What follows belongs to an exercise in optimizing a design on an open flow for small area, a short achievable clock period and few clock cycles per item; a production flow would make more cautious choices. RTL that was checked went through simulation tests only; none was proved equivalent to the original. Only the layout flow was run in run 4; the RTL was not checked for function there. Power figures rest on the tool's default switching activity, not on a simulated workload.

==> design.v <==
module CompMul(
	input [31:0] Multiplicand_input,
	input [31:0] Multiplier_input,
	input run,
	input rst,
	input clk,
	output ready,
	output [63:0] Product_output
	);
	reg [31:0] M;         
	reg [31:0] PL;        
	reg [33:0] S;         
	reg [33:0] C;         
	reg [7:0] LC;        
	reg CF;               
	reg [3:0] ONE, TWO, NEG;    
	reg LAST;             
	reg iter, fin, done;
	reg [1:0] cnt;
	wire idle = ~(iter | fin | done);
	wire lastn = iter & (cnt == 2'd2);    
	assign ready = done;
	assign Product_output = {S[31:0], PL};
	wire [9:0] lo_sum2 = {1'b0, PL[31:24], 1'b1} + {1'b0, LC, CF};
	wire [8:0] lo_sum = lo_sum2[9:1];
	wire lo_cout = lo_sum[8];
	wire [40:0] fin_sum2 = {S[31:0], PL[31:24], 1'b1} + {C[31:0], LC, CF};
	wire [31:0] hi_sum = fin_sum2[40:9];
	wire [7:0] fin_lo = fin_sum2[8:1];
	wire [33:0] r0 = {~NEG[0], {33{NEG[0]}} ^ (({33{ONE[0]}} & {1'b0, M}) | ({33{TWO[0]}} & {M, 1'b0}))};
	wire [33:0] r1 = {~NEG[1], {33{NEG[1]}} ^ (({33{ONE[1]}} & {1'b0, M}) | ({33{TWO[1]}} & {M, 1'b0}))};
	wire [33:0] r2 = {~NEG[2], {33{NEG[2]}} ^ (({33{ONE[2]}} & {1'b0, M}) | ({33{TWO[2]}} & {M, 1'b0}))};
	wire [33:0] r3 = {~NEG[3], {33{NEG[3]}} ^ (({33{ONE[3]}} & {1'b0, M}) | ({33{TWO[3]}} & {M, 1'b0}))};
	wire hs0, hc0;
	HA u_hs0 (.a(C[7]), .b(S[7]), .s(hs0), .co(hc0));
	wire hs1, hc1;
	HA u_hs1 (.a(C[8]), .b(S[8]), .s(hs1), .co(hc1));
	wire hs2, hc2;
	HA u_hs2 (.a(C[9]), .b(S[9]), .s(hs2), .co(hc2));
	wire fs0, fc0;
	FA u_fs0 (.a(C[10]), .b(LAST), .c(S[10]), .s(fs0), .co(fc0));
	wire fs1, fc1;
	FA u_fs1 (.a(C[11]), .b(LAST), .c(S[11]), .s(fs1), .co(fc1));
	wire hs3, hc3;
	HA u_hs3 (.a(C[12]), .b(S[12]), .s(hs3), .co(hc3));
	wire fs2, fc2;
	FA u_fs2 (.a(C[13]), .b(LAST), .c(S[13]), .s(fs2), .co(fc2));
	wire hs4, hc4;
	HA u_hs4 (.a(C[14]), .b(S[14]), .s(hs4), .co(hc4));
	wire fs3, fc3;
	FA u_fs3 (.a(C[15]), .b(LAST), .c(S[15]), .s(fs3), .co(fc3));
	wire hs5, hc5;
	HA u_hs5 (.a(C[16]), .b(S[16]), .s(hs5), .co(hc5));
	wire fs4, fc4;
	FA u_fs4 (.a(C[17]), .b(LAST), .c(S[17]), .s(fs4), .co(fc4));
	wire hs6, hc6;
	HA u_hs6 (.a(C[18]), .b(S[18]), .s(hs6), .co(hc6));
	wire fs5, fc5;
	FA u_fs5 (.a(C[19]), .b(LAST), .c(S[19]), .s(fs5), .co(fc5));
	wire hs7, hc7;
	HA u_hs7 (.a(C[20]), .b(S[20]), .s(hs7), .co(hc7));
	wire fs6, fc6;
	FA u_fs6 (.a(C[21]), .b(LAST), .c(S[21]), .s(fs6), .co(fc6));
	wire hs8, hc8;
	HA u_hs8 (.a(C[22]), .b(S[22]), .s(hs8), .co(hc8));
	wire fs7, fc7;
	FA u_fs7 (.a(C[23]), .b(LAST), .c(S[23]), .s(fs7), .co(fc7));
	wire hs9, hc9;
	HA u_hs9 (.a(C[24]), .b(S[24]), .s(hs9), .co(hc9));
	wire fs8, fc8;
	FA u_fs8 (.a(C[25]), .b(LAST), .c(S[25]), .s(fs8), .co(fc8));
	wire hs10, hc10;
	HA u_hs10 (.a(C[26]), .b(S[26]), .s(hs10), .co(hc10));
	wire fs9, fc9;
	FA u_fs9 (.a(C[27]), .b(LAST), .c(S[27]), .s(fs9), .co(fc9));
	wire hs11, hc11;
	HA u_hs11 (.a(C[28]), .b(S[28]), .s(hs11), .co(hc11));
	wire fs10, fc10;
	FA u_fs10 (.a(C[29]), .b(LAST), .c(S[29]), .s(fs10), .co(fc10));
	wire hs12, hc12;
	HA u_hs12 (.a(C[30]), .b(S[30]), .s(hs12), .co(hc12));
	wire fs11, fc11;
	FA u_fs11 (.a(C[31]), .b(LAST), .c(S[31]), .s(fs11), .co(fc11));
	wire hs13, hc13;
	HA u_hs13 (.a(C[32]), .b(S[32]), .s(hs13), .co(hc13));
	wire fs12, fc12;
	FA u_fs12 (.a(C[33]), .b(LAST), .c(S[33]), .s(fs12), .co(fc12));
	wire hs14, hc14;
	HA u_hs14 (.a(C[3]), .b(S[3]), .s(hs14), .co(hc14));
	wire hs15, hc15;
	HA u_hs15 (.a(C[4]), .b(S[4]), .s(hs15), .co(hc15));
	wire fs13, fc13;
	FA u_fs13 (.a(C[5]), .b(S[5]), .c(NEG[2]), .s(fs13), .co(fc13));
	wire hs16, hc16;
	HA u_hs16 (.a(r0[4]), .b(r1[2]), .s(hs16), .co(hc16));
	wire fs14, fc14;
	FA u_fs14 (.a(C[6]), .b(S[6]), .c(r0[5]), .s(fs14), .co(fc14));
	wire hs17, hc17;
	HA u_hs17 (.a(r1[3]), .b(r2[1]), .s(hs17), .co(hc17));
	wire fs15, fc15;
	FA u_fs15 (.a(NEG[3]), .b(hs0), .c(r0[6]), .s(fs15), .co(fc15));
	wire fs16, fc16;
	FA u_fs16 (.a(r1[4]), .b(r2[2]), .c(r3[0]), .s(fs16), .co(fc16));
	wire fs17, fc17;
	FA u_fs17 (.a(hc0), .b(hs1), .c(r0[7]), .s(fs17), .co(fc17));
	wire fs18, fc18;
	FA u_fs18 (.a(r1[5]), .b(r2[3]), .c(r3[1]), .s(fs18), .co(fc18));
	wire fs19, fc19;
	FA u_fs19 (.a(hc1), .b(hs2), .c(r0[8]), .s(fs19), .co(fc19));
	wire fs20, fc20;
	FA u_fs20 (.a(r1[6]), .b(r2[4]), .c(r3[2]), .s(fs20), .co(fc20));
	wire fs21, fc21;
	FA u_fs21 (.a(hc2), .b(fs0), .c(r0[9]), .s(fs21), .co(fc21));
	wire fs22, fc22;
	FA u_fs22 (.a(r1[7]), .b(r2[5]), .c(r3[3]), .s(fs22), .co(fc22));
	wire fs23, fc23;
	FA u_fs23 (.a(fc0), .b(fs1), .c(r0[10]), .s(fs23), .co(fc23));
	wire fs24, fc24;
	FA u_fs24 (.a(r1[8]), .b(r2[6]), .c(r3[4]), .s(fs24), .co(fc24));
	wire fs25, fc25;
	FA u_fs25 (.a(hs3), .b(fc1), .c(r0[11]), .s(fs25), .co(fc25));
	wire fs26, fc26;
	FA u_fs26 (.a(r1[9]), .b(r2[7]), .c(r3[5]), .s(fs26), .co(fc26));
	wire fs27, fc27;
	FA u_fs27 (.a(hc3), .b(fs2), .c(r0[12]), .s(fs27), .co(fc27));
	wire fs28, fc28;
	FA u_fs28 (.a(r1[10]), .b(r2[8]), .c(r3[6]), .s(fs28), .co(fc28));
	wire fs29, fc29;
	FA u_fs29 (.a(hs4), .b(fc2), .c(r0[13]), .s(fs29), .co(fc29));
	wire fs30, fc30;
	FA u_fs30 (.a(r1[11]), .b(r2[9]), .c(r3[7]), .s(fs30), .co(fc30));
	wire fs31, fc31;
	FA u_fs31 (.a(hc4), .b(fs3), .c(r0[14]), .s(fs31), .co(fc31));
	wire fs32, fc32;
	FA u_fs32 (.a(r1[12]), .b(r2[10]), .c(r3[8]), .s(fs32), .co(fc32));
	wire fs33, fc33;
	FA u_fs33 (.a(hs5), .b(fc3), .c(r0[15]), .s(fs33), .co(fc33));
	wire fs34, fc34;
	FA u_fs34 (.a(r1[13]), .b(r2[11]), .c(r3[9]), .s(fs34), .co(fc34));
	wire fs35, fc35;
	FA u_fs35 (.a(hc5), .b(fs4), .c(r0[16]), .s(fs35), .co(fc35));
	wire fs36, fc36;
	FA u_fs36 (.a(r1[14]), .b(r2[12]), .c(r3[10]), .s(fs36), .co(fc36));
	wire fs37, fc37;
	FA u_fs37 (.a(hs6), .b(fc4), .c(r0[17]), .s(fs37), .co(fc37));
	wire fs38, fc38;
	FA u_fs38 (.a(r1[15]), .b(r2[13]), .c(r3[11]), .s(fs38), .co(fc38));
	wire fs39, fc39;
	FA u_fs39 (.a(hc6), .b(fs5), .c(r0[18]), .s(fs39), .co(fc39));
	wire fs40, fc40;
	FA u_fs40 (.a(r1[16]), .b(r2[14]), .c(r3[12]), .s(fs40), .co(fc40));
	wire fs41, fc41;
	FA u_fs41 (.a(hs7), .b(fc5), .c(r0[19]), .s(fs41), .co(fc41));
	wire fs42, fc42;
	FA u_fs42 (.a(r1[17]), .b(r2[15]), .c(r3[13]), .s(fs42), .co(fc42));
	wire fs43, fc43;
	FA u_fs43 (.a(hc7), .b(fs6), .c(r0[20]), .s(fs43), .co(fc43));
	wire fs44, fc44;
	FA u_fs44 (.a(r1[18]), .b(r2[16]), .c(r3[14]), .s(fs44), .co(fc44));
	wire fs45, fc45;
	FA u_fs45 (.a(hs8), .b(fc6), .c(r0[21]), .s(fs45), .co(fc45));
	wire fs46, fc46;
	FA u_fs46 (.a(r1[19]), .b(r2[17]), .c(r3[15]), .s(fs46), .co(fc46));
	wire fs47, fc47;
	FA u_fs47 (.a(hc8), .b(fs7), .c(r0[22]), .s(fs47), .co(fc47));
	wire fs48, fc48;
	FA u_fs48 (.a(r1[20]), .b(r2[18]), .c(r3[16]), .s(fs48), .co(fc48));
	wire fs49, fc49;
	FA u_fs49 (.a(hs9), .b(fc7), .c(r0[23]), .s(fs49), .co(fc49));
	wire fs50, fc50;
	FA u_fs50 (.a(r1[21]), .b(r2[19]), .c(r3[17]), .s(fs50), .co(fc50));
	wire fs51, fc51;
	FA u_fs51 (.a(hc9), .b(fs8), .c(r0[24]), .s(fs51), .co(fc51));
	wire fs52, fc52;
	FA u_fs52 (.a(r1[22]), .b(r2[20]), .c(r3[18]), .s(fs52), .co(fc52));
	wire fs53, fc53;
	FA u_fs53 (.a(hs10), .b(fc8), .c(r0[25]), .s(fs53), .co(fc53));
	wire fs54, fc54;
	FA u_fs54 (.a(r1[23]), .b(r2[21]), .c(r3[19]), .s(fs54), .co(fc54));
	wire fs55, fc55;
	FA u_fs55 (.a(hc10), .b(fs9), .c(r0[26]), .s(fs55), .co(fc55));
	wire fs56, fc56;
	FA u_fs56 (.a(r1[24]), .b(r2[22]), .c(r3[20]), .s(fs56), .co(fc56));
	wire fs57, fc57;
	FA u_fs57 (.a(hs11), .b(fc9), .c(r0[27]), .s(fs57), .co(fc57));
	wire fs58, fc58;
	FA u_fs58 (.a(r1[25]), .b(r2[23]), .c(r3[21]), .s(fs58), .co(fc58));
	wire fs59, fc59;
	FA u_fs59 (.a(hc11), .b(fs10), .c(r0[28]), .s(fs59), .co(fc59));
	wire fs60, fc60;
	FA u_fs60 (.a(r1[26]), .b(r2[24]), .c(r3[22]), .s(fs60), .co(fc60));
	wire fs61, fc61;
	FA u_fs61 (.a(hs12), .b(fc10), .c(r0[29]), .s(fs61), .co(fc61));
	wire fs62, fc62;
	FA u_fs62 (.a(r1[27]), .b(r2[25]), .c(r3[23]), .s(fs62), .co(fc62));
	wire fs63, fc63;
	FA u_fs63 (.a(hc12), .b(fs11), .c(r0[30]), .s(fs63), .co(fc63));
	wire fs64, fc64;
	FA u_fs64 (.a(r1[28]), .b(r2[26]), .c(r3[24]), .s(fs64), .co(fc64));
	wire fs65, fc65;
	FA u_fs65 (.a(hs13), .b(fc11), .c(r0[31]), .s(fs65), .co(fc65));
	wire fs66, fc66;
	FA u_fs66 (.a(r1[29]), .b(r2[27]), .c(r3[25]), .s(fs66), .co(fc66));
	wire fs67, fc67;
	FA u_fs67 (.a(hc13), .b(fs12), .c(r0[32]), .s(fs67), .co(fc67));
	wire fs68, fc68;
	FA u_fs68 (.a(r1[30]), .b(r2[28]), .c(r3[26]), .s(fs68), .co(fc68));
	wire fs69, fc69;
	FA u_fs69 (.a(fc12), .b(r0[33]), .c(r1[31]), .s(fs69), .co(fc69));
	wire hs18, hc18;
	HA u_hs18 (.a(r2[29]), .b(r3[27]), .s(hs18), .co(hc18));
	wire fs70, fc70;
	FA u_fs70 (.a(LAST), .b(r1[32]), .c(r2[30]), .s(fs70), .co(fc70));
	wire hs19, hc19;
	HA u_hs19 (.a(C[1]), .b(S[1]), .s(hs19), .co(hc19));
	wire hs20, hc20;
	HA u_hs20 (.a(C[2]), .b(S[2]), .s(hs20), .co(hc20));
	wire fs71, fc71;
	FA u_fs71 (.a(NEG[1]), .b(hs14), .c(r0[2]), .s(fs71), .co(fc71));
	wire fs72, fc72;
	FA u_fs72 (.a(hc14), .b(hs15), .c(r0[3]), .s(fs72), .co(fc72));
	wire fs73, fc73;
	FA u_fs73 (.a(hc15), .b(r2[0]), .c(fs13), .s(fs73), .co(fc73));
	wire fs74, fc74;
	FA u_fs74 (.a(fc13), .b(hc16), .c(hs17), .s(fs74), .co(fc74));
	wire fs75, fc75;
	FA u_fs75 (.a(hc17), .b(fc14), .c(fs15), .s(fs75), .co(fc75));
	wire fs76, fc76;
	FA u_fs76 (.a(fc15), .b(fc16), .c(fs17), .s(fs76), .co(fc76));
	wire fs77, fc77;
	FA u_fs77 (.a(fc17), .b(fc18), .c(fs19), .s(fs77), .co(fc77));
	wire fs78, fc78;
	FA u_fs78 (.a(fc19), .b(fc20), .c(fs21), .s(fs78), .co(fc78));
	wire fs79, fc79;
	FA u_fs79 (.a(fc21), .b(fc22), .c(fs23), .s(fs79), .co(fc79));
	wire fs80, fc80;
	FA u_fs80 (.a(fc23), .b(fc24), .c(fs25), .s(fs80), .co(fc80));
	wire fs81, fc81;
	FA u_fs81 (.a(fc25), .b(fc26), .c(fs27), .s(fs81), .co(fc81));
	wire fs82, fc82;
	FA u_fs82 (.a(fc27), .b(fc28), .c(fs29), .s(fs82), .co(fc82));
	wire fs83, fc83;
	FA u_fs83 (.a(fc29), .b(fc30), .c(fs31), .s(fs83), .co(fc83));
	wire fs84, fc84;
	FA u_fs84 (.a(fc31), .b(fc32), .c(fs33), .s(fs84), .co(fc84));
	wire fs85, fc85;
	FA u_fs85 (.a(fc33), .b(fc34), .c(fs35), .s(fs85), .co(fc85));
	wire fs86, fc86;
	FA u_fs86 (.a(fc35), .b(fc36), .c(fs37), .s(fs86), .co(fc86));
	wire fs87, fc87;
	FA u_fs87 (.a(fc37), .b(fc38), .c(fs39), .s(fs87), .co(fc87));
	wire fs88, fc88;
	FA u_fs88 (.a(fc39), .b(fc40), .c(fs41), .s(fs88), .co(fc88));
	wire fs89, fc89;
	FA u_fs89 (.a(fc41), .b(fc42), .c(fs43), .s(fs89), .co(fc89));
	wire fs90, fc90;
	FA u_fs90 (.a(fc43), .b(fc44), .c(fs45), .s(fs90), .co(fc90));
	wire fs91, fc91;
	FA u_fs91 (.a(fc45), .b(fc46), .c(fs47), .s(fs91), .co(fc91));
	wire fs92, fc92;
	FA u_fs92 (.a(fc47), .b(fc48), .c(fs49), .s(fs92), .co(fc92));
	wire fs93, fc93;
	FA u_fs93 (.a(fc49), .b(fc50), .c(fs51), .s(fs93), .co(fc93));
	wire fs94, fc94;
	FA u_fs94 (.a(fc51), .b(fc52), .c(fs53), .s(fs94), .co(fc94));
	wire fs95, fc95;
	FA u_fs95 (.a(fc53), .b(fc54), .c(fs55), .s(fs95), .co(fc95));
	wire fs96, fc96;
	FA u_fs96 (.a(fc55), .b(fc56), .c(fs57), .s(fs96), .co(fc96));
	wire fs97, fc97;
	FA u_fs97 (.a(fc57), .b(fc58), .c(fs59), .s(fs97), .co(fc97));
	wire fs98, fc98;
	FA u_fs98 (.a(fc59), .b(fc60), .c(fs61), .s(fs98), .co(fc98));
	wire fs99, fc99;
	FA u_fs99 (.a(fc61), .b(fc62), .c(fs63), .s(fs99), .co(fc99));
	wire fs100, fc100;
	FA u_fs100 (.a(fc63), .b(fc64), .c(fs65), .s(fs100), .co(fc100));
	wire fs101, fc101;
	FA u_fs101 (.a(fc65), .b(fc66), .c(fs67), .s(fs101), .co(fc101));
	wire fs102, fc102;
	FA u_fs102 (.a(hs18), .b(fc67), .c(fc68), .s(fs102), .co(fc102));
	wire fs103, fc103;
	FA u_fs103 (.a(r3[28]), .b(hc18), .c(fc69), .s(fs103), .co(fc103));
	wire fs104, fc104;
	FA u_fs104 (.a(r1[33]), .b(r2[31]), .c(r3[29]), .s(fs104), .co(fc104));
	wire hs21, hc21;
	HA u_hs21 (.a(LAST), .b(r2[32]), .s(hs21), .co(hc21));
	wire hs22, hc22;
	HA u_hs22 (.a(NEG[0]), .b(hs19), .s(hs22), .co(hc22));
	wire fs105, fc105;
	FA u_fs105 (.a(hc19), .b(hs20), .c(r0[1]), .s(fs105), .co(fc105));
	wire fs106, fc106;
	FA u_fs106 (.a(hc20), .b(r1[0]), .c(fs71), .s(fs106), .co(fc106));
	wire fs107, fc107;
	FA u_fs107 (.a(r1[1]), .b(fc71), .c(fs72), .s(fs107), .co(fc107));
	wire fs108, fc108;
	FA u_fs108 (.a(hs16), .b(fc72), .c(fs73), .s(fs108), .co(fc108));
	wire fs109, fc109;
	FA u_fs109 (.a(fs14), .b(fc73), .c(fs74), .s(fs109), .co(fc109));
	wire fs110, fc110;
	FA u_fs110 (.a(fs16), .b(fc74), .c(fs75), .s(fs110), .co(fc110));
	wire fs111, fc111;
	FA u_fs111 (.a(fs18), .b(fc75), .c(fs76), .s(fs111), .co(fc111));
	wire fs112, fc112;
	FA u_fs112 (.a(fs20), .b(fc76), .c(fs77), .s(fs112), .co(fc112));
	wire fs113, fc113;
	FA u_fs113 (.a(fs22), .b(fc77), .c(fs78), .s(fs113), .co(fc113));
	wire fs114, fc114;
	FA u_fs114 (.a(fs24), .b(fc78), .c(fs79), .s(fs114), .co(fc114));
	wire fs115, fc115;
	FA u_fs115 (.a(fs26), .b(fc79), .c(fs80), .s(fs115), .co(fc115));
	wire fs116, fc116;
	FA u_fs116 (.a(fs28), .b(fc80), .c(fs81), .s(fs116), .co(fc116));
	wire fs117, fc117;
	FA u_fs117 (.a(fs30), .b(fc81), .c(fs82), .s(fs117), .co(fc117));
	wire fs118, fc118;
	FA u_fs118 (.a(fs32), .b(fc82), .c(fs83), .s(fs118), .co(fc118));
	wire fs119, fc119;
	FA u_fs119 (.a(fs34), .b(fc83), .c(fs84), .s(fs119), .co(fc119));
	wire fs120, fc120;
	FA u_fs120 (.a(fs36), .b(fc84), .c(fs85), .s(fs120), .co(fc120));
	wire fs121, fc121;
	FA u_fs121 (.a(fs38), .b(fc85), .c(fs86), .s(fs121), .co(fc121));
	wire fs122, fc122;
	FA u_fs122 (.a(fs40), .b(fc86), .c(fs87), .s(fs122), .co(fc122));
	wire fs123, fc123;
	FA u_fs123 (.a(fs42), .b(fc87), .c(fs88), .s(fs123), .co(fc123));
	wire fs124, fc124;
	FA u_fs124 (.a(fs44), .b(fc88), .c(fs89), .s(fs124), .co(fc124));
	wire fs125, fc125;
	FA u_fs125 (.a(fs46), .b(fc89), .c(fs90), .s(fs125), .co(fc125));
	wire fs126, fc126;
	FA u_fs126 (.a(fs48), .b(fc90), .c(fs91), .s(fs126), .co(fc126));
	wire fs127, fc127;
	FA u_fs127 (.a(fs50), .b(fc91), .c(fs92), .s(fs127), .co(fc127));
	wire fs128, fc128;
	FA u_fs128 (.a(fs52), .b(fc92), .c(fs93), .s(fs128), .co(fc128));
	wire fs129, fc129;
	FA u_fs129 (.a(fs54), .b(fc93), .c(fs94), .s(fs129), .co(fc129));
	wire fs130, fc130;
	FA u_fs130 (.a(fs56), .b(fc94), .c(fs95), .s(fs130), .co(fc130));
	wire fs131, fc131;
	FA u_fs131 (.a(fs58), .b(fc95), .c(fs96), .s(fs131), .co(fc131));
	wire fs132, fc132;
	FA u_fs132 (.a(fs60), .b(fc96), .c(fs97), .s(fs132), .co(fc132));
	wire fs133, fc133;
	FA u_fs133 (.a(fs62), .b(fc97), .c(fs98), .s(fs133), .co(fc133));
	wire fs134, fc134;
	FA u_fs134 (.a(fs64), .b(fc98), .c(fs99), .s(fs134), .co(fc134));
	wire fs135, fc135;
	FA u_fs135 (.a(fs66), .b(fc99), .c(fs100), .s(fs135), .co(fc135));
	wire fs136, fc136;
	FA u_fs136 (.a(fs68), .b(fc100), .c(fs101), .s(fs136), .co(fc136));
	wire fs137, fc137;
	FA u_fs137 (.a(fs69), .b(fc101), .c(fs102), .s(fs137), .co(fc137));
	wire fs138, fc138;
	FA u_fs138 (.a(fs70), .b(fc102), .c(fs103), .s(fs138), .co(fc138));
	wire fs139, fc139;
	FA u_fs139 (.a(fc70), .b(fs104), .c(fc103), .s(fs139), .co(fc139));
	wire fs140, fc140;
	FA u_fs140 (.a(r3[30]), .b(hs21), .c(fc104), .s(fs140), .co(fc140));
	wire fs141, fc141;
	FA u_fs141 (.a(r2[33]), .b(r3[31]), .c(hc21), .s(fs141), .co(fc141));
	wire hs23, hc23;
	HA u_hs23 (.a(LAST), .b(r3[32]), .s(hs23), .co(hc23));
	wire [41:0] TS = {1'b0, hc23, fc141, fc140, fc139, fc138, fc137, fc136, fc135, fc134, fc133, fc132, fc131, fc130, fc129, fc128, fc127, fc126, fc125, fc124, fc123, fc122, fc121, fc120, fc119, fc118, fc117, fc116, fc115, fc114, fc113, fc112, fc111, fc110, fc109, fc108, fc107, fc106, fc105, hc22, hs22, C[0]};
	wire [41:0] TC = {1'b0, r3[33], hs23, fs141, fs140, fs139, fs138, fs137, fs136, fs135, fs134, fs133, fs132, fs131, fs130, fs129, fs128, fs127, fs126, fs125, fs124, fs123, fs122, fs121, fs120, fs119, fs118, fs117, fs116, fs115, fs114, fs113, fs112, fs111, fs110, fs109, fs108, fs107, fs106, fs105, r0[0], S[0]};
	wire [2:0] dn0 = idle ? {Multiplier_input[2], Multiplier_input[1], 1'b0} : {PL[10], PL[9], PL[8]};
	wire [2:0] dn1 = idle ? {Multiplier_input[4], Multiplier_input[3], Multiplier_input[2]} : {PL[12], PL[11], PL[10]};
	wire [2:0] dn2 = idle ? {Multiplier_input[6], Multiplier_input[5], Multiplier_input[4]} : {PL[14], PL[13], PL[12]};
	wire [2:0] dn3 = idle ? {Multiplier_input[8], Multiplier_input[7], Multiplier_input[6]} : {(~lastn & PL[16]), PL[15], PL[14]};
	always @(posedge clk or posedge rst) begin
		if (rst) begin
			iter <= 1'b0;
			fin <= 1'b0;
			done <= 1'b0;
			cnt <= 2'd0;
		end else begin
			if (idle) begin
				if (run) iter <= 1'b1;
				cnt <= 2'd0;
			end else if (iter) begin
				cnt <= cnt + 2'd1;
				if (cnt == 2'd3) begin
					iter <= 1'b0;
					fin <= 1'b1;
				end
			end else if (fin) begin
				fin <= 1'b0;
				done <= 1'b1;
			end
		end
	end
	always @(posedge clk) begin
		M <= Multiplicand_input;
		ONE <= {dn3[1] ^ dn3[0], dn2[1] ^ dn2[0], dn1[1] ^ dn1[0], dn0[1] ^ dn0[0]};
		TWO <= {(dn3[2] & ~dn3[1] & ~dn3[0]) | (~dn3[2] & dn3[1] & dn3[0]), (dn2[2] & ~dn2[1] & ~dn2[0]) | (~dn2[2] & dn2[1] & dn2[0]), (dn1[2] & ~dn1[1] & ~dn1[0]) | (~dn1[2] & dn1[1] & dn1[0]), (dn0[2] & ~dn0[1] & ~dn0[0]) | (~dn0[2] & dn0[1] & dn0[0])};
		NEG <= {dn3[2] & ~(dn3[1] & dn3[0]), dn2[2] & ~(dn2[1] & dn2[0]), dn1[2] & ~(dn1[1] & dn1[0]), dn0[2] & ~(dn0[1] & dn0[0])};
		LAST <= lastn;
		if (iter) begin
			S <= TS[41:8];
			C <= TC[41:8];
			LC <= TC[7:0];
			CF <= lo_cout;
			PL <= {TS[7:0], lo_sum[7:0], PL[23:8]};
		end else if (idle) begin
			S <= 34'd0;
			C <= {2'd0, Multiplicand_input & {32{Multiplier_input[0]}}};
			LC <= 8'd0;
			CF <= 1'b0;
			PL <= Multiplier_input;
		end else begin
			S <= {2'd0, hi_sum};
			C <= 34'd0;
			LC <= 8'd0;
			CF <= 1'b0;
			PL[31:24] <= fin_lo;
		end
	end
endmodule
module FA(input a, input b, input c, output s, output co);
	assign s = a ^ b ^ c;
	assign co = (a & b) | (a & c) | (b & c);
endmodule
module HA(input a, input b, output s, output co);
	assign s = a ^ b;
	assign co = a & b;
endmodule
==> flow/run.sh <==
#!/bin/bash
# Own layout flow: the standard layout (standard.sh), with two changes:
#  - the port buffers that buffer_ports inserts are of the cell named in flow/knobs
#    (PORT_BUF) instead of the default pick;
#  - repair_timing aims for the setup margin named in flow/knobs (SETUP_MARGIN).
# Each make run writes its full output to a log file in this folder; ORFS's own
# per-step logs stay under orfs/logs/.
set -euo pipefail
source flow/knobs
bash standard.sh \
  "BUFFER_PORTS_ARGS=-buffer_cell $PORT_BUF" \
  "SETUP_SLACK_MARGIN=$SETUP_MARGIN" \
  finish > make_finish.log 2>&1
==> flow/knobs <==
PORT_BUF=sky130_fd_sc_hd__buf_1
SETUP_MARGIN=6.85
==> standard.sh <==
#!/bin/bash
# synth_recipe.tcl (not shown) runs the flow's synth.tcl, then flattens the netlist and writes it again
# the make line also repeats each setting of config.mk as NAME=value (left out here)
make -C /OpenROAD-flow-scripts/flow DESIGN_CONFIG=/design/flow/config.mk WORK_HOME=/design/flow/orfs CLKGATE_MAP_FILE= SYNTH_SCRIPT=/design/flow/synth_recipe.tcl "${@:-finish}"
==> config.mk <==
export PLATFORM = sky130hd
export DESIGN_NAME = CompMul
export DESIGN_NICKNAME = CompMul
export VERILOG_FILES = /design/flow/design.v
export SDC_FILE = /design/flow/constraint.sdc
export NUM_CORES = 4
export LEC_CHECK = 0
export CAP_MARGIN = 20
export CORE_MARGIN = 2
export CORE_UTILIZATION = 40
export CTS_BUF_LIST = sky130_fd_sc_hd__clkbuf_16
export CTS_CLUSTER_DIAMETER = 300
export CTS_CLUSTER_SIZE = 40
export SLEW_MARGIN = 20
export SYNTH_HIERARCHICAL = 1
export SYNTH_MINIMUM_KEEP_SIZE = 0
==> constraint.sdc <==
create_clock -name core_clock -period 10.0 [get_ports {clk}]
set_input_delay 2.0000 -clock core_clock [delete_from_list [all_inputs] [get_ports {clk}]]
set_output_delay 2.0000 -clock core_clock [all_outputs]
set_load 0.01 [all_outputs]
==> summary.md, run 1 <==
| Metric | Value |
|---|---|
| Pre-CTS setup slack | `~6.7 ns` |
| Worst-margin pin slew | `approximately 0.83 ns` |
| Max Slew Vio Count | `0` |
| Bufs and invs on worst path | `1` |
| GP Congestion | `a little under 0.9` |
| CTS sink count | `between 150 and 200` |
| Ys async rst share | `3.18%` |
| RSZ-0062 raised after global routing | `yes` |
| Port bufs | `around 130` |
| Final Hold Viols | `0` |
| Mean Syn Cell Area | `10.3 sq um` |
| Peak supply drop | `0.0944 mV` |
| Worst Hold Class | `register to register` |
| Post-route non-filler standard cell count | `about 1800` |
| Worst slew margin relative to its limit | `around 44%` |
| Initial antenna violation count | `0` |
| Vias per cell | `approximately 5.7` |
| Synth warn | `7` |
| Total CTS buffers | `17` |
| Number of global-route vias before repair | `10400` |
| Final nets | `approximately 1600` |
| Area delta synth->final | `8.05%` |
| Status | `finished clean` |
| CP endpoint kind | `primary output` |
| Synth Register Bits | `157` |
| Arrival time worst endpoint | `roughly 1.1 ns` |
| FILL cells | `roughly 3200` |
| DRC Markers | `0` |
| Root Buffer Master | `clkbuf_16` |
| Crit path largest cell delay | `about 0.42 ns` |
| Worst-skew pair later-pin latency | `~0.45 ns` |
| Initial DRC Count | `between 900 and 1000` |
| Grt ovf | `0` |
| Fin Clk Skew | `0.0169 ns` |
| Post-Syn Instances | `between 1000 and 1500` |
| CP top delay family | `flip-flops` |
| Via count | `9927` |
| Max-cap viol count | `0` |
| Total Wirelength | `38600 um` |
| Remaining antenna violation count | `0` |
| Startpoint types | `register` |
| TritonCTS clock tree | `yes` |
| Worst Setup Path Type | `register to primary output` |
| Post-synth design cell area | `between 0.01 and 0.015 sq mm` |
| DRT Pass-1 Iters | `6` |
| Ratio of cells with drive above 1 in the final layout | `under 10%` |
| Fin crit share | `between 30% and 40%` |
| Crit path required time | `approximately 8 ns` |
| Setup ws final | `between 6 and 7 ns` |
| Total negative slack | `0 ns` |
| Starting Density | `between 40% and 50%` |
| Share of the synthesized area in the top cell type | `between 20 and 25%` |
| Final core occ | `a little over two fifths` |
| Die H | `about 180 um` |
| Slowest stage cell, crit path | `dfxtp_1` |
| Antenna diodes | `0` |
| Post-synth EDFFs | `24` |
| Largest net degree at the start of global routing | `just over 70` |
| Inst Count DP | `about 1700` |
| WL per Instance | `around 22 um` |
| CTS Hold Buffers Added | `0` |
| Dpl hpwl | `approximately 29000 um` |
| Aggregate global-route resource usage | `23.1%` |
| Maximum net fanout on the critical path | `3` |
| Reg-to-reg slack, setup | `6.91 ns` |
| Tmin final | `about 3.1 ns` |
| Critical path, cell by cell | `buf_1` |
| Post-synthesis cell type count | `between 60 and 70` |
| Fmax | `about 320 MHz` |
| Most instantiated library cell after synthesis | `xnor2_1` |
| Register area share after synthesis | `between 20% and 30%` |
| Core Box Area | `between 0.03 and 0.04 sq mm` |
| Synth top cells by count | `xnor2_1 (155), fa_1 (143), dfxtp_1 (128), a22oi_1 (125), nand2_1 (89)` |
| Die width | `~180 um` |
| Rows | `between 60 and 70` |
| P per Cell Area | `approximately 180 mW/mm^2` |
| Top_reg_cell synth | `dfxtp_1` |
| IO Count | `132` |
| CTS Buffer Depth | `2` |
| Lkg Pwr | `between 0.005 and 0.006 uW` |
| Die area | `0.0342 sq mm` |
| First-pass GRT wire length | `~60000 um` |
| Dominant cell type by area after synthesis | `fa_1` |
| Synth area leaders | `fa_1 (22%), dfxtp_1 (20%), xnor2_1 (10%)` |
| # H-tree levels | `4` |
| Setup violators final | `0` |
| Clk slew on worst S/H paths | `around 0.07 ns` |
| Final hold slack | `0.499 ns` |
-- layer usage --
metal	wire length [um]	part of all wire (%)	track usage, %	up-vias
met2	18900	49	39.3	399
li1	-	-	-	4500
met5	0	0	0	-
met1	16400	43	30.3	4977
met4	755	2.0	6.67	0
met3	2480	6.4	3.83	51
-- Yosys stat by module (local to each module, per instance) --
module   cell area, sq um  flops+latches
HA                   12.5              0
CompMul              9960            157
FA                   20.0              0
-- metrics by stage --
stage	cell area [sq um]	total power (uW)
6_report	14200	2600
5_1_grt	14200	2780
4_1_cts	14100	2610
3_5_place_dp	13600	1970
3_3_place_gp	13600	1940
2_1_floorplan	13100	1680
-- report_power, final --
| part | switching (uW) | total [uW] | internal, uW |
|---|---|---|---|
| combinational | 644 | 1110 | 467 |
| clock | 300 | 636 | 337 |
| sequential | 117 | 849 | 732 |
-- sequential cells by signal (all words and copies together), names as in the netlist --
name,count
cnt,2
done,1
S,1
PL,32
M,32
LC,8
fin,1
iter,1
Product_output,32
LAST,1
CF,1
ONE,4
TWO,4
C,33
NEG,4
-- timing repair --
action / 4_1_cts / 5_1_grt
resized for setup: 4 / 5
pin swaps: 0 / 0
setup endpoints to repair: 39 / 38
buffers inserted: 0 / 0
endpoints found under the hold margin: 0 / 0
-- cell usage in the layout (no fill, tap or decap), drive strengths merged, types with 3 or more instances in the layout --
cell and instances:
a21oi 50, mux2i 11, or2 3, a21o 17
o21a 3, nand2 89, or3 7, ha 69
o21ai 56, xnor2 155, o21bai 10, a221o 3
mux2 26, inv 33, buf 146, fa 143
dfrtp 5, nor2b 4, a22o 34, o211ai 5
nand4 14, clkinv 5, xor2 13, a221oi 3
dfxtp 128, and3 6, o22ai 3, o31ai 6
nand3 14, nor3 6, and2 10, edfxtp 24
a31oi 7, nor2 39, clkbuf 18, a22oi 125
-- cells by family after synthesis --
logic type / count (synthesis) / share of synthesized area (%)
simple gates: 196 / 6.87
xor+xnor: 168 / 11.2
flops: 157 / 26.0
fa+ha+maj: 212 / 28.4
other cells: 1 / 0.0286
buf+inv: 161 / 6.00
compound gates: 339 / 18.4
mux: 37 / 3.07
-- worst reg2reg max path: stages (launching register included) --
cell	delay, ns
dfxtp_2	0.59
buf_4	0.36
a22oi_1	0.17
xnor2_1	0.19
fa_1	0.48
fa_1	0.53
fa_1	0.42
a22o_1	0.23
-- cell type report --
cell class	count	area (sq um)	area share, %
clock inverter	14	105	0.742
sequential	157	3440	24.3
inverter	25	93.8	0.663
tap	442	553	3.91
clock buffer	18	450	3.18
multi-input combinational	954	8910	63.0
timing repair buffer	146	604	4.27
-- path summary, 6_finish.rpt --
kind	from	to	depth (start not counted)
min in group asynchronous	rst	done	2
hold reg to reg	done	done	1
setup reg to reg	ONE[1]	C[7]	7
max in group asynchronous	rst	iter	2
setup / recovery	Product_output[61]	Product_output[61]	1
hold / removal	done	done	1
Testbench counts, summed over its fixed seeds: cycles 14,400, items 2,400.
==> run 2, diff against run 1 <==
==> flow/knobs (replaced) <==
PORT_BUF=sky130_fd_sc_hd__buf_1
SETUP_MARGIN=7.15
==> run 2 against run 1 <==
Against the previous run: still clean on timing, DRC and antenna; utilization increased by 3.8 points; final cell count is 4.0% higher; largest cell class unchanged; total power rose by 12%; critical endpoint is now Product_output[19].
==> summary.md, run 2 <==
| Metric | Value |
|---|---|
| GP Congestion | `0.921 (+3.9%)` |
| Total CTS buffers | `17 (unchanged)` |
| Crit path required time | `8.00 ns (about the same)` |
| Worst slew margin relative to its limit | `48.3% (+4.0 points)` |
| Dominant cell type by area after synthesis | `fa_1` |
| Logic pwr share | `47.9% (+5.1 points)` |
| Clk slew on worst S/H paths | `0.07 ns (about the same)` |
| Setup ws final | `6.99 ns (+0.116 ns)` |
| CTS Hold Buffers Added | `0 (unchanged)` |
| Die H | `185 um (unchanged)` |
| Switching Fraction | `38.2% (-2.7 points)` |
| CP endpoint kind | `primary output` |
| Post-synthesis cell type count | `67 (unchanged)` |
| Final nets | `1650 (+4.4%)` |
| Total negative slack | `0 ns (unchanged)` |
| Register area share after synthesis | `26.0% (unchanged)` |
| Via count | `10300 (+3.6%)` |
| Startpoint types | `register` |
| P per Cell Area | `188 mW/mm^2 (+2.6%)` |
| Root Buffer Master | `clkbuf_16` |
| CP top delay family | `flip-flops` |
| WL per Instance | `21.8 um (-0.93%)` |
| Clock network fraction of design power | `22.3% (-2.2 points)` |
| Largest net degree at the start of global routing | `73 (+1.4%)` |
| Aggregate global-route resource usage | `23.5% (+0.34 points)` |
| Dpl hpwl | `28600 um (-1.0%)` |
| Worst-margin pin slew | `0.773 ns (-0.0623 ns)` |
| Tmin final | `3.01 ns (-0.116 ns)` |
| Critical path, cell by cell | `clkbuf_2` |
| Rows | `66 (unchanged)` |
| Vias per cell | `5.63 (-0.39%)` |
| Post-synth EDFFs | `24 (unchanged)` |
| Arrival time worst endpoint | `1.01 ns (-0.12 ns)` |
| Synth Register Bits | `157 (unchanged)` |
| Setup violators final | `0 (unchanged)` |
| Area delta synth->final | `17.4%` |
| Worst-skew pair later-pin latency | `0.45 ns (about the same)` |
| Synth Area in Compound Gates | `18.4% (unchanged)` |
| First-pass GRT wire length | `60800 um (+1.3%)` |
| Synth area leaders | `fa_1 (22%), dfxtp_1 (20%), xnor2_1 (10%)` |
| Synth top cells by count | `xnor2_1 (155), fa_1 (143), dfxtp_1 (128), a22oi_1 (125), nand2_1 (89)` |
| Die width | `185 um (unchanged)` |
| Simple-gate share of the synthesized area | `6.87% (unchanged)` |
| Synth warn | `7 (unchanged)` |
| Pre-CTS setup slack | `6.75 ns (+0.00951 ns)` |
| Ys async rst share | `3.18% (unchanged)` |
| Number of global-route vias before repair | `10600 (+2.1%)` |
| CTS Buffer Depth | `2 (unchanged)` |
| Lkg Pwr | `0.00607 uW (+12%)` |
| Peak supply drop | `0.115 mV (+22%)` |
| Sequential power share | `29.7% (-3.0 points)` |
| Remaining antenna violation count | `0 (unchanged)` |
| Grt ovf | `0 (unchanged)` |
| NetSw | `1110 uW (+4.3%)` |
| # H-tree levels | `4 (unchanged)` |
| Synth Area in Adders | `28.4% (unchanged)` |
| Starting Density | `40.5% (unchanged)` |
| Top_reg_cell synth | `dfxtp_1` |
| Most instantiated library cell after synthesis | `xnor2_1` |
| XOR/XNOR share of the synthesized area | `11.2% (unchanged)` |
| Ratio of cells with drive above 1 in the final layout | `22.0% (+14 points)` |
| Max FFs per register | `33 (unchanged)` |
| DRT Pass-1 Iters | `6 (unchanged)` |
| Post-synth design cell area | `0.0131 sq mm (unchanged)` |
| Post-route non-filler standard cell count | `1826 (+4.0%)` |
| Top reg by flops | `C` |
| Maximum net fanout on the critical path | `2 (-1)` |
| IO Count | `132 (unchanged)` |
| Worst Setup Path Type | `register to primary output` |
| RSZ-0062 raised after global routing | `yes` |
| Mean Syn Cell Area | `10.3 sq um (unchanged)` |
| FILL cells | `3043 (-4.0%)` |
| Port bufs | `131 (unchanged)` |
| Most common cell after layout, fill and taps aside | `xnor2_1` |
| Inst Count DP | `1725 (+0.058%)` |
| Post-synthesis mux area share | `3.07% (unchanged)` |
| Fmax | `332 MHz (+3.8%)` |
| Largest family of logic cells by synthesized area | `adder cells` |
| Fin Clk Skew | `0.0205 ns (+0.00366 ns)` |
| Total Wirelength | `39700 um (+3.0%)` |
| P_int | `1790 uW (+17%)` |
| Final Hold Viols | `0 (unchanged)` |
| Most frequent cells in the layout | `xnor2_1 (154), fa_1 (126), a22oi_1 (125)` |
| Antenna diodes | `0 (unchanged)` |
| Post-Syn Instances | `1271 (unchanged)` |
| Initial DRC Count | `842 (-12%)` |
| CTS sink count | `157 (unchanged)` |
| Reg-to-reg slack, setup | `7.08 ns (+0.17 ns)` |
| Core Box Area | `0.0324 sq mm (unchanged)` |
| Share of the synthesized area in the top cell type | `21.8% (unchanged)` |
| Bufs and invs on worst path | `1 (unchanged)` |
| Status | `finished clean` |
| Initial antenna violation count | `0 (unchanged)` |
| Fin crit share | `30.1% (-1.2 points)` |
| Die area | `0.0342 sq mm (unchanged)` |
| TritonCTS clock tree | `yes` |
| Max-cap viol count | `0 (unchanged)` |
| DRC Markers | `0 (unchanged)` |
| Crit path largest cell delay | `0.42 ns (about the same)` |
| Slowest stage cell, crit path | `edfxtp_1` |
| Max Slew Vio Count | `0 (unchanged)` |
| Worst Hold Class | `register to register` |
run 2: changes by cell type in the layout (fill, tap and decap cells not counted), sizes merged:
cell      previous run  this run
clkbuf              18        37
bufinv               0         1
clkinv               5         7
clkinvlp             1         2
buf                146       196
inv                 33        30
run 2: power by group through the flow:
| stage | registers, uW | logic, uW | clock network [uW] |
|---|---|---|---|
| 2_1_floorplan | 811 | 871 | 0 |
| 3_3_place_gp | 865 | 1080 | 0 |
| 3_5_place_dp | 863 | 1100 | 0 |
| 4_1_cts | 858 | 1370 | 654 |
| 5_1_grt | 871 | 1540 | 680 |
| 6_report | 861 | 1390 | 647 |
run 2: metal layers:
layer / share of wire (%) / global-route usage, %
met4: 2.8 / 8.22
met3: 5.9 / 3.62
met5: 0 / 0
met2: 49 / 39.9
met1: 42 / 30.4
run 2: stage by stage:
step           hold slack, ns  area, sq um  util [%]  power, uW
6_report                0.525        15400      47.5       2900
5_1_grt                 0.547        15400      47.5       3090
4_1_cts                 0.525        15000      46.4       2880
3_3_place_gp            0.491        13600      42.0       1940
3_5_place_dp            0.492        13600      42.0       1960
2_1_floorplan           0.462        13100         -       1680
run 2: final timing paths:
check	from	endpoint	cells after the start
worst max-delay path	PL[19]	Product_output[19]	1
worst min-delay path	fin	done	1
worst max register to register	LAST	C[25]	7
worst min register to register	fin	done	1
max in group asynchronous	rst	iter	2
min in group asynchronous	rst	iter	2
run 2: Yosys stat by module (local to each module, per instance):
module,flip-flops and latches,cell area [sq um],copies in the design
CompMul,157,9960,1
HA,0,12.5,24
FA,0,20.0,142
run 2: cell type report:
type	instances	area, sq um	area share [%]
Timing Repair Buffer	216	1640	10.7
Multi-Input combinational cell	954	9010	58.5
Clock inverter	15	135	0.878
Sequential cell	157	3530	22.9
Clock buffer	17	425	2.76
Tap cell	442	553	3.59
Inverter	25	93.8	0.610
run 2: cell families after synthesis:
group                    count (synthesis)
flip-flops                             157
AO/OA/AOI/OAI                          339
buffers and inverters                  161
multiplexers                            37
AND/OR/NAND/NOR                        196
other                                    1
adder cells (fa/ha/maj)                212
XOR/XNOR                               168
run 2: timing repair:
item                       4_1_cts  5_1_grt
pin swaps                        0       18
setup endpoints to repair      126      114
cloned                           0        1
resized for setup              167       62
setup buffers                   51       17
==> run 3, diff against run 2 <==
==> flow/knobs (replaced) <==
PORT_BUF=sky130_fd_sc_hd__buf_1
SETUP_MARGIN=7.0
==> run 3 against run 2 <==
Against the previous run: still clean; final area decreased by 6.5%; hold slack lost 0.0096 ns; global-route usage down 0.26 points; combinational power decreased by 19%; largest cell class unchanged; highest routed layer unchanged.
==> summary.md, run 3 <==
| Metric | Value |
|---|---|
| Switching Fraction | `40.2% (+2.0 points)` |
| Setup violators final | `0 (unchanged)` |
| Status | `finished clean` |
| Root Buffer Master | `clkbuf_16` |
| Post-Syn Instances | `1271 (unchanged)` |
| Initial DRC Count | `870 (+3.3%)` |
| DRC Markers | `0 (unchanged)` |
| Arrival time worst endpoint | `1.03 ns (+0.02 ns)` |
| CP top delay family | `flip-flops` |
| Worst Setup Path Type | `register to primary output` |
| Post-DP Area | `0.0136 sq mm (about the same)` |
| First-pass GRT wire length | `60300 um (-0.95%)` |
| Crit path largest cell delay | `0.42 ns (about the same)` |
| Total negative slack | `0 ns (unchanged)` |
| Mean Syn Cell Area | `10.3 sq um (unchanged)` |
| Dominant cell type by area after synthesis | `fa_1` |
| Bufs and invs on worst path | `1 (unchanged)` |
| Grt ovf | `0 (unchanged)` |
| Tmin final | `3.03 ns (+0.0168 ns)` |
| Fmax | `330 MHz (-0.55%)` |
| Starting Density | `40.5% (unchanged)` |
| Area delta synth->final | `9.85%` |
| Critical path, cell by cell | `buf_1` |
| Startpoint of the worst hold path | `fin` |
| Ratio of cells with drive above 1 in the final layout | `15.1% (-7.0 points)` |
| Worst-margin pin slew | `0.801 ns (+0.0287 ns)` |
| Most frequent cells in the layout | `xnor2_1 (155), fa_1 (143), a22oi_1 (125)` |
| Maximum net fanout on the critical path | `3 (+1)` |
| Initial antenna violation count | `0 (unchanged)` |
| Sequential power share | `32.8% (+3.1 points)` |
| Register area share after synthesis | `26.0% (unchanged)` |
| CTS sink count | `157 (unchanged)` |
| Total power | `2630 uW (-9.1%)` |
| Port bufs | `131 (unchanged)` |
| Lkg Pwr | `0.00564 uW (-7.1%)` |
| Synth Register Bits | `157 (unchanged)` |
| Final nets | `1592 (-3.5%)` |
| Final hold slack | `0.515 ns (-0.00957 ns)` |
| Max-cap viol count | `0 (unchanged)` |
| Vias per cell | `5.64 (+0.15%)` |
| Aggregate global-route resource usage | `23.2% (-0.26 points)` |
| Most common cell after layout, fill and taps aside | `xnor2_1` |
| Share of the synthesized area in the top cell type | `21.8% (unchanged)` |
| Worst-skew pair later-pin latency | `0.44 ns (about the same)` |
| Reg2reg end | `C[23]` |
| Fin Clk Skew | `0.0156 ns (-0.00498 ns)` |
| Top reg by flops | `C` |
| CTS Buffer Depth | `2 (unchanged)` |
| Worst slew margin relative to its limit | `46.4% (-1.9 points)` |
| Total Wirelength | `38700 um (-2.7%)` |
| Antenna diodes | `0 (unchanged)` |
| Post-route non-filler standard cell count | `1768 (-3.2%)` |
| Top_reg_cell synth | `dfxtp_1` |
| Synth warn | `7 (unchanged)` |
| Final Hold Viols | `0 (unchanged)` |
| Hold depth | `1 (unchanged)` |
| Dpl hpwl | `28900 um (+1.0%)` |
| NetSw | `1060 uW (-4.2%)` |
| P per Cell Area | `183 mW/mm^2 (-2.8%)` |
| Hold endpoint | `done` |
| # H-tree levels | `4 (unchanged)` |
| Die area | `0.0342 sq mm (unchanged)` |
| Startpoint types | `register` |
| Post-synth EDFFs | `24 (unchanged)` |
| Ys async rst share | `3.18% (unchanged)` |
| Die width | `185 um (unchanged)` |
| Clk slew on worst S/H paths | `0.07 ns (about the same)` |
| TritonCTS clock tree | `yes` |
| Post-synthesis cell type count | `67 (unchanged)` |
| WL per Instance | `21.9 um (+0.53%)` |
| Post-synth design cell area | `0.0131 sq mm (unchanged)` |
| Slowest stage cell, crit path | `edfxtp_1` |
| Inst Count DP | `1724 (-0.058%)` |
| RSZ-0062 raised after global routing | `yes` |
| Most instantiated library cell after synthesis | `xnor2_1` |
| Finished Cell Area | `0.0144 sq mm (-6.5%)` |
| Core Box Area | `0.0324 sq mm (unchanged)` |
| Largest net degree at the start of global routing | `72 (-1.4%)` |
| IO Count | `132 (unchanged)` |
| Number of global-route vias before repair | `10400 (-1.9%)` |
| Reg-to-reg slack, setup | `7.06 ns (-0.02 ns)` |
| Synth top cells by count | `xnor2_1 (155), fa_1 (143), dfxtp_1 (128), a22oi_1 (125), nand2_1 (89)` |
| Die H | `185 um (unchanged)` |
| Crit path required time | `8.00 ns (about the same)` |
| Reg-to-Reg Start | `LAST` |
| Remaining antenna violation count | `0 (unchanged)` |
| Total CTS buffers | `17 (unchanged)` |
| Via count | `9970 (-3.0%)` |
| GP Congestion | `0.887 (-3.7%)` |
| Synth area leaders | `fa_1 (22%), dfxtp_1 (20%), xnor2_1 (10%)` |
| Clock network fraction of design power | `24.2% (+1.9 points)` |
| Max Slew Vio Count | `0 (unchanged)` |
| P_int | `1570 uW (-12%)` |
| Max FFs per register | `33 (unchanged)` |
| FF-to-FF path depth | `5 (-2)` |
| Fin crit share | `30.3% (+0.17 points)` |
| DRT Pass-1 Iters | `6 (unchanged)` |
| Peak supply drop | `0.0951 mV (-17%)` |
| CTS Hold Buffers Added | `0 (unchanged)` |
| CP endpoint kind | `primary output` |
| Rows | `66 (unchanged)` |
| Worst Hold Class | `register to register` |
| Logic pwr share | `43.0% (-4.9 points)` |
-- run 3: repair_timing --
| item | in CTS | in global routing |
|---|---|---|
| resized for setup | 58 | 48 |
| setup endpoints to repair | 107 | 63 |
| buffers inserted | 8 | 4 |
-- run 3: through the flow --
step                      util, %  worst slack, ns
after floorplan                 -             7.02
after global placement       42.0             6.79
after detailed placement     42.0             6.74
after CTS                    44.1             6.96
after global routing         44.5             6.94
final                        44.5             6.97
-- run 3: metal layers --
metal / vias to the layer above / share of wire, % / global-route usage (%)
met3: 47 / 6.0 / 3.91
met1: 4995 / 43 / 30.6
met5: - / 0 / 0
met4: 0 / 1.8 / 6.29
met2: 398 / 49 / 39.3
li1: 4530 / - / -
-- run 3: layout make-up --
cell class	count	area [sq um]
fillers	3143	18000
multi-input cells	954	8910
flip-flops and latches	157	3490
repair buffers	158	788
well taps	442	553
clock buffers	18	450
clock inverters	14	105
inverters	25	93.8
-- run 3: kinds of logic after synthesis --
kind of cell	synth area share (%)
AOI/OAI and AO/OA	18.4
xor gates and xnor gates	11.2
adders and majority gates	28.4
buffers and inverters	6.00
DFF	26.0
muxes	3.07
other	0.0286
and+or+nand+nor	6.87
-- run 3: worst max path at each step --
stage / cells after the start / endpoint / from
after floorplan: 7 / C[10] / NEG[1]
after global placement: 7 / C[1] / ONE[1]
after detailed placement: 7 / C[1] / ONE[1]
after CTS: 1 / Product_output[16] / PL[16]
after global routing: 1 / Product_output[16] / PL[16]
final: 1 / Product_output[16] / PL[16]
-- run 3: modules after synthesis (local to each module, per instance) --
| module | times used | cells | flip-flops and latches | area, sq um |
|---|---|---|---|---|
| CompMul | 1 | 1105 | 157 | 9960 |
| FA | 142 | 1 | 0 | 20.0 |
| HA | 24 | 1 | 0 | 12.5 |
-- run 3: power by group through the flow --
stage          combinational, uW  clock, uW  sequential [uW]
3_3_place_gp                1080          0              863
3_5_place_dp                1100          0              862
4_1_cts                     1130        644              858
6_report                    1130        636              864
5_1_grt                     1280        671              876
2_1_floorplan                871          0              811
==> run 4, diff against run 3 <==
--- a/design.v
+++ b/design.v
@@ -404,8 +404,8 @@
 			CF <= lo_cout;
 			PL <= {TS[7:0], lo_sum[7:0], PL[23:8]};
 		end else if (idle) begin
-			S <= 34'd0;
-			C <= {2'd0, Multiplicand_input & {32{Multiplier_input[0]}}};
+			S <= {2'd0, Multiplicand_input & {32{Multiplier_input[0]}}};
+			C <= 34'd0;
 			LC <= 8'd0;
 			CF <= 1'b0;
 			PL <= Multiplier_input;
==> run 4 against run 3 <==
Against the previous run: still clean on timing, DRC and antenna; clock power up 3%; area after synthesis up 1.2%; global-route usage up 0.34 points; register-to-register slack about the same; worst setup slack worse by 0.015 ns.
==> summary.md, run 4 <==
| Metric | Value |
|---|---|
| RSZ-0062 raised after global routing | `yes` |
| Aggregate global-route resource usage | `23.5% (+0.34 points)` |
| Post-synth design cell area | `0.0133 sq mm (+1.2%)` |
| Die area | `0.0346 sq mm (+1.1%)` |
| Die width | `186 um (+0.57%)` |
| Remaining antenna violation count | `0 (unchanged)` |
| Synth area leaders | `fa_1 (22%), dfxtp_1 (19%), xnor2_1 (10%)` |
| Startpoint types | `register` |
| Number of global-route vias before repair | `10300 (-1.0%)` |
| Largest net degree at the start of global routing | `61 (-15%)` |
| Tmin final | `3.04 ns (+0.0155 ns)` |
| Dominant cell type by area after synthesis | `fa_1` |
| CP endpoint kind | `primary output` |
| Synth warn | `7 (unchanged)` |
| Final nets | `1618 (+1.6%)` |
| Area delta synth->final | `11.1%` |
| Initial antenna violation count | `0 (unchanged)` |
| Post-Syn Instances | `1296 (+2.0%)` |
| Fin Clk Skew | `0.0170 ns (+0.00147 ns)` |
| FILL cells | `3084 (-1.9%)` |
| Dpl hpwl | `29100 um (+0.76%)` |
| Top reg by flops | `C` |
| Synth top cells by count | `xnor2_1 (156), fa_1 (143), a22oi_1 (142), dfxtp_1 (128), nand2_1 (72)` |
| P per Cell Area | `176 mW/mm^2 (-3.8%)` |
| TritonCTS clock tree | `yes` |
| Clk slew on worst S/H paths | `0.07 ns (about the same)` |
| CTS sink count | `157 (unchanged)` |
| IO Count | `132 (unchanged)` |
| Worst Hold Class | `register to register` |
| Crit path largest cell delay | `0.44 ns (+0.02 ns)` |
| Via count | `10100 (+1.4%)` |
| Antenna diodes | `0 (unchanged)` |
| Total CTS buffers | `17 (unchanged)` |
| Worst-skew pair later-pin latency | `0.45 ns (about the same)` |
| Worst-margin pin slew | `0.718 ns (-0.0835 ns)` |
| Fmax | `329 MHz (-0.51%)` |
| Vias per cell | `5.64 (about the same)` |
| Max Slew Vio Count | `0 (unchanged)` |
| Most common cell after layout, fill and taps aside | `xnor2_1` |
| Post-route non-filler standard cell count | `1794 (+1.5%)` |
| Lkg Pwr | `0.00588 uW (+4.2%)` |
| Total negative slack | `0 ns (unchanged)` |
| Initial DRC Count | `914 (+5.1%)` |
| Starting Density | `40.6% (+0.16 points)` |
| CTS Buffer Depth | `2 (unchanged)` |
| Peak supply drop | `0.101 mV (+6.4%)` |
| Post-synthesis cell type count | `71 (+6.0%)` |
| Core Box Area | `0.0326 sq mm (+0.77%)` |
| First-pass GRT wire length | `60900 um (+1.1%)` |
| Max FFs per register | `33 (unchanged)` |
| Total Wirelength | `39800 um (+3.0%)` |
| Ratio of cells with drive above 1 in the final layout | `15.2% (+0.15 points)` |
| Top_reg_cell synth | `dfxtp_1` |
| Status | `finished clean` |
| Grt ovf | `0 (unchanged)` |
| # H-tree levels | `4 (unchanged)` |
| Final Hold Viols | `0 (unchanged)` |
| Inst Count DP | `1742 (+1.0%)` |
| Critical path, cell by cell | `buf_1` |
| Most instantiated library cell after synthesis | `xnor2_1` |
| Synth Register Bits | `157 (unchanged)` |
| Post-synth EDFFs | `24 (unchanged)` |
| Root Buffer Master | `clkbuf_16` |
| Register area share after synthesis | `25.7% (-0.30 points)` |
| Most frequent cells in the layout | `xnor2_1 (156), a22oi_1 (142), fa_1 (142)` |
| DRT Pass-1 Iters | `5 (-1)` |
| Crit path required time | `8.00 ns (about the same)` |
| GP Congestion | `0.879 (-0.90%)` |
| Port bufs | `131 (unchanged)` |
| CP top delay family | `flip-flops` |
| Maximum net fanout on the critical path | `3 (unchanged)` |
| Ys async rst share | `3.18% (unchanged)` |
| Setup violators final | `0 (unchanged)` |
| Share of the synthesized area in the top cell type | `21.6% (-0.25 points)` |
| Mean Syn Cell Area | `10.2 sq um (-0.79%)` |
| Max-cap viol count | `0 (unchanged)` |
| Worst slew margin relative to its limit | `51.8% (+5.4 points)` |
| Pre-CTS setup slack | `6.31 ns (-0.429 ns)` |
| Bufs and invs on worst path | `1 (unchanged)` |
| Worst Setup Path Type | `register to primary output` |
| Die H | `186 um (+0.57%)` |
| Setup ws final | `6.96 ns (-0.0155 ns)` |
| Rows | `66 (unchanged)` |
| WL per Instance | `22.2 um (+1.5%)` |
| Arrival time worst endpoint | `1.04 ns (about the same)` |
| Fin crit share | `30.4% (+0.15 points)` |
| Slowest stage cell, crit path | `edfxtp_1` |
| DRC Markers | `0 (unchanged)` |
-- run 4: cell count changes after synthesis, sizes merged, moves of 7 or more --
cell / delta
inv: +7
a21oi: +12
a22oi: +17
nand2: -17
nor2: -8
a22o: -33
and2: +37
buf: +8
-- run 4: path summary, 6_finish.rpt --
path	startpoint	end	slack [ns]	cells after the start
max in group asynchronous	rst	iter	8.39	2
setup / recovery	PL[12]	Product_output[12]	6.96	1
min in group asynchronous	rst	iter	1.42	2
setup reg to reg	LAST	Product_output[53]	7.06	7
hold reg to reg	Product_output[32]	LC[0]	0.51	1
hold / removal	Product_output[32]	LC[0]	0.51	1
-- run 4: where the power goes --
| part | total (uW) | switching (uW) | internal [uW] |
|---|---|---|---|
| logic | 1090 | 622 | 466 |
| clock network | 652 | 305 | 347 |
| registers | 852 | 106 | 746 |
| total | 2590 | 1030 | 1560 |
-- run 4: layout make-up --
| cell class | count | area, sq um | area share [%] |
|---|---|---|---|
| inverter | 31 | 119 | 0.807 |
| clock buffer | 17 | 425 | 2.89 |
| timing repair buffer | 167 | 947 | 6.43 |
| clock inverter | 15 | 136 | 0.926 |
| tap | 442 | 553 | 3.75 |
| multi-input combinational | 965 | 9060 | 61.5 |
| sequential | 157 | 3490 | 23.7 |
-- run 4: cells by family (layout without fill, tap and decap cells) --
| group | after synthesis | in the layout | synth area share, % |
|---|---|---|---|
| adders and majority gates | 212 | 212 | 28.1 |
| other | 1 | 2 | 0.0283 |
| xor gates and xnor gates | 166 | 166 | 11.0 |
| buffers and inverters | 175 | 230 | 6.49 |
| DFF | 157 | 157 | 25.7 |
| muxes | 33 | 33 | 2.70 |
| AOI/OAI and AO/OA | 346 | 346 | 18.2 |
| and+or+nand+nor | 206 | 206 | 7.74 |
-- run 4: per-layer routing --
metal	GRT usage, %	wire length [um]
met5	0	0
met3	4.11	2700
met2	37.6	18700
met1	32.6	17600
met4	6.93	780
-- run 4: what timing repair did --
action | 4_1_cts | 5_1_grt
setup endpoints to repair | 140 | 62
resized for setup | 77 | 45
pin swaps | 1 | 0
buffers inserted | 16 | 4
hold buffers | 0 | 0
hold endpoints to repair | 0 | 0
cloned | 0 | 0
-- run 4: worst register-to-register path, stage by stage (launching register included) --
cell and delay (ns):
dfxtp_4 0.37, buf_12 0.15, fa_1 0.48, fa_1 0.45
fa_1 0.50, fa_1 0.41, a22o_1 0.25, a31o_2 0.20
-- run 4: stage by stage --
stage	util [%]	power, uW	hold WS [ns]	area (sq um)
floorplan	-	1600	0.462	13300
CTS	44.6	2590	0.517	14600
finish	45.2	2590	0.513	14700
global route	45.2	2760	0.535	14700
global placement	42.0	1900	0.501	13700
detailed placement	42.0	1900	0.507	13700
-- run 4: modules after synthesis (local to each module, per instance) --
module   flip-flops and latches  cells inside  copies in the design
CompMul                     157          1130                     1
FA                            0             1                   142
HA                            0             1                    24

## re-timing with driven ports
How much do the figures lean on ideal ports? The routed layouts below were timed once more, with nothing changed but the port constraints. Step 1 assumes that a clkbuf_16 drives the clock port and a buf_2 every other input. Step 2 times the ports against the registers' clock, not the clock port: input delays grow and output delays shrink by t, the midpoint of the rising clock arrivals with the driver on. Three values: ideal ports, drivers, drivers and shift; two values: the first two.
| run | t, ns | setup WS [ns] | slew at the worst register clock pin (ns) | worst data-port slew with drivers (ns) |
|---|---|---|---|---|
| run 1 | 0.492 | 6.873 / 6.823 / 6.909 | 0.08 / 0.08 | 0.06 |
| run 2 | 0.489 | 6.989 / 6.938 / 6.923 | 0.08 / 0.08 | 0.07 |
| run 3 | 0.486 | 6.972 / 6.922 / 6.901 | 0.08 / 0.08 | 0.06 |
| run 4 | 0.489 | 6.956 / 6.908 / 6.609 | 0.08 / 0.08 | 0.08 |
After both steps every run listed still meets setup and hold. The setup slack of run 4, which loses most, moves by -0.048 ns with the drivers and by -0.347 ns with both steps.
